This design comes from an exercise in tuning for small area on the open sky130 flow, not from production work. At most, simulation tests tie the RTL to the original design; equivalence was not proved. The clock input has no modelled driver; a real chip could not lean on it and would need a root buffer or a full tree. No activity file was given, so power comes from the tool's default toggle rates.

// uart_rx
module uart_rx
  #(parameter CLKS_PER_BIT = 104)
  (
   input             i_Clock,
   input             i_Rst,
   input             i_Rx_Serial,
   output reg [15:0] o_Rx_Byte,
   output reg        square_wave,
   output reg        pin1,
   output reg        pin2
   );
Size in the first run: roughly 550 cells after synthesis, ~22 I/O pins, about 5100 um^2 of cells after synthesis.
==> module uart_rx, before the edit <==
module uart_rx
  #(parameter CLKS_PER_BIT = 104)
  (
   input             i_Clock,
   input             i_Rst,
   input             i_Rx_Serial,
   output reg [15:0] o_Rx_Byte,
   output reg        square_wave,
   output reg        pin1,
   output reg        pin2
   );
  localparam [3:0] PH_SLOT8 = 4'd8, PH_STOP = 4'd9, PH_IDLE = 4'd10,
                   PH_START = 4'd11;
  reg [3:0] r_Phase;
  reg [6:0] r_Count;         
  reg [7:0] r_Byte;
  reg       r_Hi_Done;       
  reg [23:0] counter;
  reg [15:0] steps;          
  reg [15:0] store;          
  reg [14:0] quot;
  reg [15:0] rem;
  wire rx      = i_Rx_Serial;
  wire idle    = (r_Phase == PH_IDLE);
  wire start   = (r_Phase == PH_START);
  wire data    = ~r_Phase[3];
  wire slot8   = (r_Phase == PH_SLOT8);
  wire stopb   = (r_Phase == PH_STOP);
  wire c_zero = (r_Count == 7'd0);
  wire c_104  = r_Count[6] & r_Count[5] & r_Count[3];
  wire c_103  = r_Count[6] & r_Count[5] & r_Count[2] & r_Count[1] & r_Count[0];
  wire adv_start = start & c_zero;
  wire adv_bit   = (data | slot8 | stopb) & c_zero;
  wire upd       = stopb & c_103;
  always @(posedge i_Clock) begin
    if (i_Rst) begin
      r_Phase   <= PH_IDLE;
      r_Hi_Done <= 1'b0;
    end else begin
      if (idle) begin
        if (!rx) r_Phase <= PH_START;
      end else if (adv_start) begin
        r_Phase <= rx ? PH_IDLE : 4'd0;
      end else if (adv_bit) begin
        r_Phase <= r_Phase + 4'd1;
      end
      if (upd) r_Hi_Done <= ~r_Hi_Done;
    end
  end
  always @(posedge i_Clock)
    r_Count <= idle ? 7'd51 : c_zero ? (slot8 ? 7'd104 : 7'd103) : r_Count - 7'd1;
  always @(posedge i_Clock)
    if (data & c_zero) r_Byte <= {rx, r_Byte[7:1]};
  always @(posedge i_Clock) begin
    if (i_Rst)
      o_Rx_Byte <= 16'd0;
    else if (upd) begin
      if (!r_Hi_Done) o_Rx_Byte[15:8] <= r_Byte;
      else            o_Rx_Byte[7:0]  <= r_Byte;
    end
  end
  localparam [31:0] DIVIDEND = 32'd1800000;
  localparam [31:0] DIV_BY_4 = DIVIDEND >> 2;    
  wire [15:0] divisor = r_Hi_Done ? {o_Rx_Byte[15:8], r_Byte} : {r_Byte, o_Rx_Byte[7:0]};
  wire        nbit    = ~r_Count[6] & ~r_Count[5] & DIV_BY_4[r_Count[4:0]];
  wire [16:0] trial   = {rem, nbit};
  wire [17:0] borrow;
  wire [16:0] diff;
  assign borrow[0] = 1'b0;
  genvar gi;
  generate
    for (gi = 0; gi < 17; gi = gi + 1) begin : g_sub
      wire dv = (gi < 16) ? divisor[gi] : 1'b0;
      assign diff[gi]     = trial[gi] ^ dv ^ borrow[gi];
      assign borrow[gi+1] = (~trial[gi] & dv) | (~trial[gi] & borrow[gi]) | (dv & borrow[gi]);
    end
  endgenerate
  wire        qbit    = ~borrow[17];
  always @(posedge i_Clock) begin
    rem  <= (slot8 | (stopb & c_104)) ? (qbit ? diff[15:0] : trial[15:0]) : 16'd0;
    quot <= {quot[13:0], qbit};
    if (upd) store <= {quot, qbit};
  end
  localparam [15:0] STEPS_SEED = 16'hFFFF;
  localparam [15:0] STEPS_STOP = 16'h9097;   
  wire rpm_zero = (o_Rx_Byte == 16'd0);
  wire [4:0] rl = o_Rx_Byte[4:0];
  wire rpm_small = (o_Rx_Byte[15:5] == 11'd0) && (rl != 5'd0) && (rl < 5'd28);
  wire [4:0] half_top =
      !rpm_small   ? 5'd0  :
      (rl == 5'd1) ? 5'd27 :
      (rl == 5'd2) ? 5'd13 :
      (rl == 5'd3) ? 5'd9  :
      (rl == 5'd4) ? 5'd6  :
      (rl == 5'd5) ? 5'd5  :
      (rl == 5'd6) ? 5'd4  :
      (rl <= 5'd9) ? 5'd3  :
      (rl <= 5'd13) ? 5'd2 : 5'd1;
  wire [20:0] half = {half_top, store};
  wire [21:0] cb;
  assign cb[0] = 1'b0;
  generate
    for (gi = 0; gi < 21; gi = gi + 1) begin : g_cmp
      assign cb[gi+1] = (~counter[gi] & half[gi]) | (~(counter[gi] ^ half[gi]) & cb[gi]);
    end
  endgenerate
  wire ge = rpm_zero ? (&counter)
                     : ((|counter[23:21]) | ~cb[21]);
  wire stop = (steps == STEPS_STOP);
  wire ev   = ge & ~stop;
  wire hi7  = (upd & ~r_Hi_Done) ? r_Byte[7] : o_Rx_Byte[15];
  always @(posedge i_Clock) begin
    if (i_Rst) begin
      counter     <= 24'd0;
      steps       <= STEPS_SEED;
      square_wave <= 1'b1;
      pin1        <= 1'b0;
      pin2        <= 1'b0;
    end else begin
      counter <= ev ? 24'd0 : counter + 24'd1;
      if (ev) begin
        square_wave <= ~square_wave;
        pin1        <= hi7;
        pin2        <= ~hi7;
        if (square_wave)
          steps <= {steps[14:0], steps[15] ^ steps[14] ^ steps[12] ^ steps[3]};
      end
    end
  end
endmodule
Settings: LEC_CHECK=0, CAP_MARGIN=20, CORE_MARGIN=2, CORE_UTILIZATION=40, GPL_TIMING_DRIVEN=0, SLEW_MARGIN=20; clock period 100.0 ns.
standard.sh (not shown) runs the stock make flow with config.mk's settings and CLKGATE_MAP_FILE= SYNTH_SCRIPT=/design/flow/synth_recipe.tcl, a recipe that flattens the netlist after the stock synthesis.
==> flow/flow/run.sh <==
#!/bin/bash
set -euo pipefail
here=$(pwd)

python3 "$here/flow/make_synth.py" "$here" "$FLOW_HOME"
sed -e 's#SYNTH_SCRIPT=[^ ]*#SYNTH_SCRIPT='"$here"'/synth_recipe_multi.tcl ADDER_MAP_FILE=#' \
  "$here/standard.sh" > "$here/standard_custom.sh"
grep -q "synth_recipe_multi.tcl ADDER_MAP_FILE=" "$here/standard_custom.sh"

export PRE_CTS_TCL=$here/flow/cts_hook.tcl
export MCTS_NBUF=8
export MCTS_BCELL=sky130_fd_sc_hd__clkbuf_8
export MCTS_RCELL=sky130_fd_sc_hd__clkbuf_16
export BUFFER_PORTS_ARGS="-buffer_cell sky130_fd_sc_hd__buf_1"
bash "$here/standard_custom.sh" > "$here/flow_make.log" 2>&1
Other scripts of this flow, unchanged in this note and not shown: flow/flow/abc_a.script, flow/flow/abc_b.script, flow/flow/abc_c.script, flow/flow/abc_d.script, flow/flow/abc_e.script, flow/flow/abc_f.script, flow/flow/abc_g.script, flow/flow/abc_h.script, flow/flow/abc_i.script, flow/flow/abc_j.script, flow/flow/cts_hook.tcl, flow/flow/make_synth.py
Next try:
==> flow/design.v (replaced) <==
module uart_rx
  #(parameter CLKS_PER_BIT = 104)
  (
   input             i_Clock,
   input             i_Rst,
   input             i_Rx_Serial,
   output reg [15:0] o_Rx_Byte,
   output reg        square_wave,
   output reg        pin1,
   output reg        pin2
   );
  reg       r_Rx_Data;
  reg [3:0] r_Phase;
  reg [6:0] r_Count;         
  reg [7:0] r_Byte;
  reg       r_Hi_Done;       
  reg [23:0] counter;
  reg [15:0] steps;          
  reg [15:0] store;          
  reg [15:0] quot;
  reg [15:0] rem;
  wire idle    = (r_Phase == 4'd0);
  wire start   = (r_Phase == 4'd1);
  wire data    = (r_Phase >= 4'd2) && (r_Phase <= 4'd9);
  wire slot8   = (r_Phase == 4'd10);
  wire stopb   = (r_Phase == 4'd11);
  wire cleanup = (r_Phase == 4'd12);
  wire c_zero = (r_Count == 7'd0);
  wire c_top  = r_Count[6] & r_Count[5] & r_Count[2] & r_Count[1] & r_Count[0];
  wire adv_start = start & c_zero;
  wire adv_bit   = (data | slot8 | stopb) & c_zero;
  wire upd       = stopb & c_top;        
  always @(posedge i_Clock) begin
    if (i_Rst) begin
      r_Rx_Data <= 1'b1;
      r_Phase   <= 4'd0;
      r_Hi_Done <= 1'b0;
    end else begin
      r_Rx_Data <= i_Rx_Serial;
      if (idle) begin
        if (!r_Rx_Data) r_Phase <= 4'd1;
      end else if (adv_start) begin
        r_Phase <= r_Rx_Data ? 4'd0 : 4'd2;
      end else if (adv_bit | cleanup) begin
        r_Phase <= cleanup ? 4'd0 : r_Phase + 4'd1;
      end
      if (slot8 & c_zero) r_Hi_Done <= ~r_Hi_Done;
    end
  end
  always @(posedge i_Clock)
    r_Count <= idle ? 7'd51 : c_zero ? 7'd103 : r_Count - 7'd1;
  always @(posedge i_Clock)
    if (data & c_zero) r_Byte <= {r_Rx_Data, r_Byte[7:1]};
  always @(posedge i_Clock) begin
    if (i_Rst)
      o_Rx_Byte <= 16'd0;
    else if (upd) begin
      if (r_Hi_Done) o_Rx_Byte[15:8] <= r_Byte;
      else           o_Rx_Byte[7:0]  <= r_Byte;
    end
  end
  localparam [31:0] DIVIDEND = 32'd1800000;
  wire [15:0] divisor = r_Hi_Done ? {o_Rx_Byte[15:8], r_Byte} : {r_Byte, o_Rx_Byte[7:0]};
  wire        nbit    = ~r_Count[6] & ~r_Count[5] & DIVIDEND[r_Count[4:0]];
  wire [16:0] trial   = {rem, nbit};
  wire [17:0] borrow;
  wire [16:0] diff;
  assign borrow[0] = 1'b0;
  genvar gi;
  generate
    for (gi = 0; gi < 17; gi = gi + 1) begin : g_sub
      wire dv = (gi < 16) ? divisor[gi] : 1'b0;
      assign diff[gi]     = trial[gi] ^ dv ^ borrow[gi];
      assign borrow[gi+1] = (~trial[gi] & dv) | (~trial[gi] & borrow[gi]) | (dv & borrow[gi]);
    end
  endgenerate
  wire        qbit    = ~borrow[17];
  always @(posedge i_Clock) begin
    rem  <= slot8 ? (qbit ? diff[15:0] : trial[15:0]) : 16'd0;
    quot <= {quot[14:0], qbit};
    if (upd) store <= quot;
  end
  localparam [15:0] STEPS_SEED = 16'hFFFF;
  localparam [15:0] STEPS_STOP = 16'h9097;   
  wire rpm_zero = (o_Rx_Byte == 16'd0);
  wire [4:0] rl = o_Rx_Byte[4:0];
  wire rpm_small = (o_Rx_Byte[15:5] == 11'd0) && (rl != 5'd0) && (rl < 5'd28);
  wire [4:0] half_top =
      !rpm_small   ? 5'd0  :
      (rl == 5'd1) ? 5'd27 :
      (rl == 5'd2) ? 5'd13 :
      (rl == 5'd3) ? 5'd9  :
      (rl == 5'd4) ? 5'd6  :
      (rl == 5'd5) ? 5'd5  :
      (rl == 5'd6) ? 5'd4  :
      (rl <= 5'd9) ? 5'd3  :
      (rl <= 5'd13) ? 5'd2 : 5'd1;
  wire [20:0] half = {half_top, store};
  wire [21:0] cb;
  assign cb[0] = 1'b0;
  generate
    for (gi = 0; gi < 21; gi = gi + 1) begin : g_cmp
      assign cb[gi+1] = (~counter[gi] & half[gi]) | (~(counter[gi] ^ half[gi]) & cb[gi]);
    end
  endgenerate
  wire ge = rpm_zero ? (&counter)
                     : ((|counter[23:21]) | ~cb[21]);
  wire stop = (steps == STEPS_STOP);
  wire ev   = ge & ~stop;
  wire hi7  = (upd & r_Hi_Done) ? r_Byte[7] : o_Rx_Byte[15];
  always @(posedge i_Clock) begin
    if (i_Rst) begin
      counter     <= 24'd0;
      steps       <= STEPS_SEED;
      square_wave <= 1'b1;
      pin1        <= 1'b0;
      pin2        <= 1'b0;
    end else begin
      counter <= ev ? 24'd0 : counter + 24'd1;
      if (ev) begin
        square_wave <= ~square_wave;
        pin1        <= hi7;
        pin2        <= ~hi7;
        if (square_wave)
          steps <= {steps[14:0], steps[15] ^ steps[14] ^ steps[12] ^ steps[3]};
      end
    end
  end
endmodule
Via count climbs by 0.78%.
Die area is about the same.
Sequential power shrinks by 4.9%.
Area after synthesis hardly moves.
Worst hold slack is about the same.
Total power decreases by 10%.
Setup slack loses 160 ps.
Wire length went up by 5.9%.
Sequential share of layout area increases by 0.73 points.
Register-to-register slack is worse by 80 ps.
Final area hardly moves.
First-iteration DRC count came out higher by 29%.
Global-route usage rose by 1.4 points.
For the first run of this note, only the layout was checked, not whether the RTL still works. In every run of this note, the design's own scripts or RTL, not TritonCTS, make the clock network.

static timing again, ports no longer ideal:
No port has a modelled driver above. Below, the same layouts with a new extraction and two added sets of constraints. Step 1 (the two cells are an assumption about what drives the block):
set clk [get_ports {i_Clock}]
set_driving_cell -lib_cell sky130_fd_sc_hd__clkbuf_16 $clk
set_driving_cell -lib_cell sky130_fd_sc_hd__buf_2 [delete_from_list [all_inputs] $clk]
Step 2 moves the port delays by t, midway between the first and last clock arrival at a register: inputs arrive t later, outputs are due t later. That takes back most of the time a late clock gives input paths. Three values: ideal, step 1, step 2; two values: the first two.
| run | t, ns | setup WS [ns] | worst hold slack (ns) | worst setup path at the end | slew at the worst register clock pin (ns) |
|---|---|---|---|---|---|
| the first run | 0.382 | 78.860 / 78.846 / 78.497 | 0.352 / 0.352 / 0.352 | input to register | 0.10 / 0.10 |
| the second run | 0.380 | 78.705 / 78.724 / 78.344 | 0.351 / 0.351 / 0.351 | input to register | 0.10 / 0.10 |
After both steps every run listed still meets setup and hold. For the first run, which loses most, drivers alone change the setup slack by -0.014 ns; drivers and shift together by -0.363 ns.
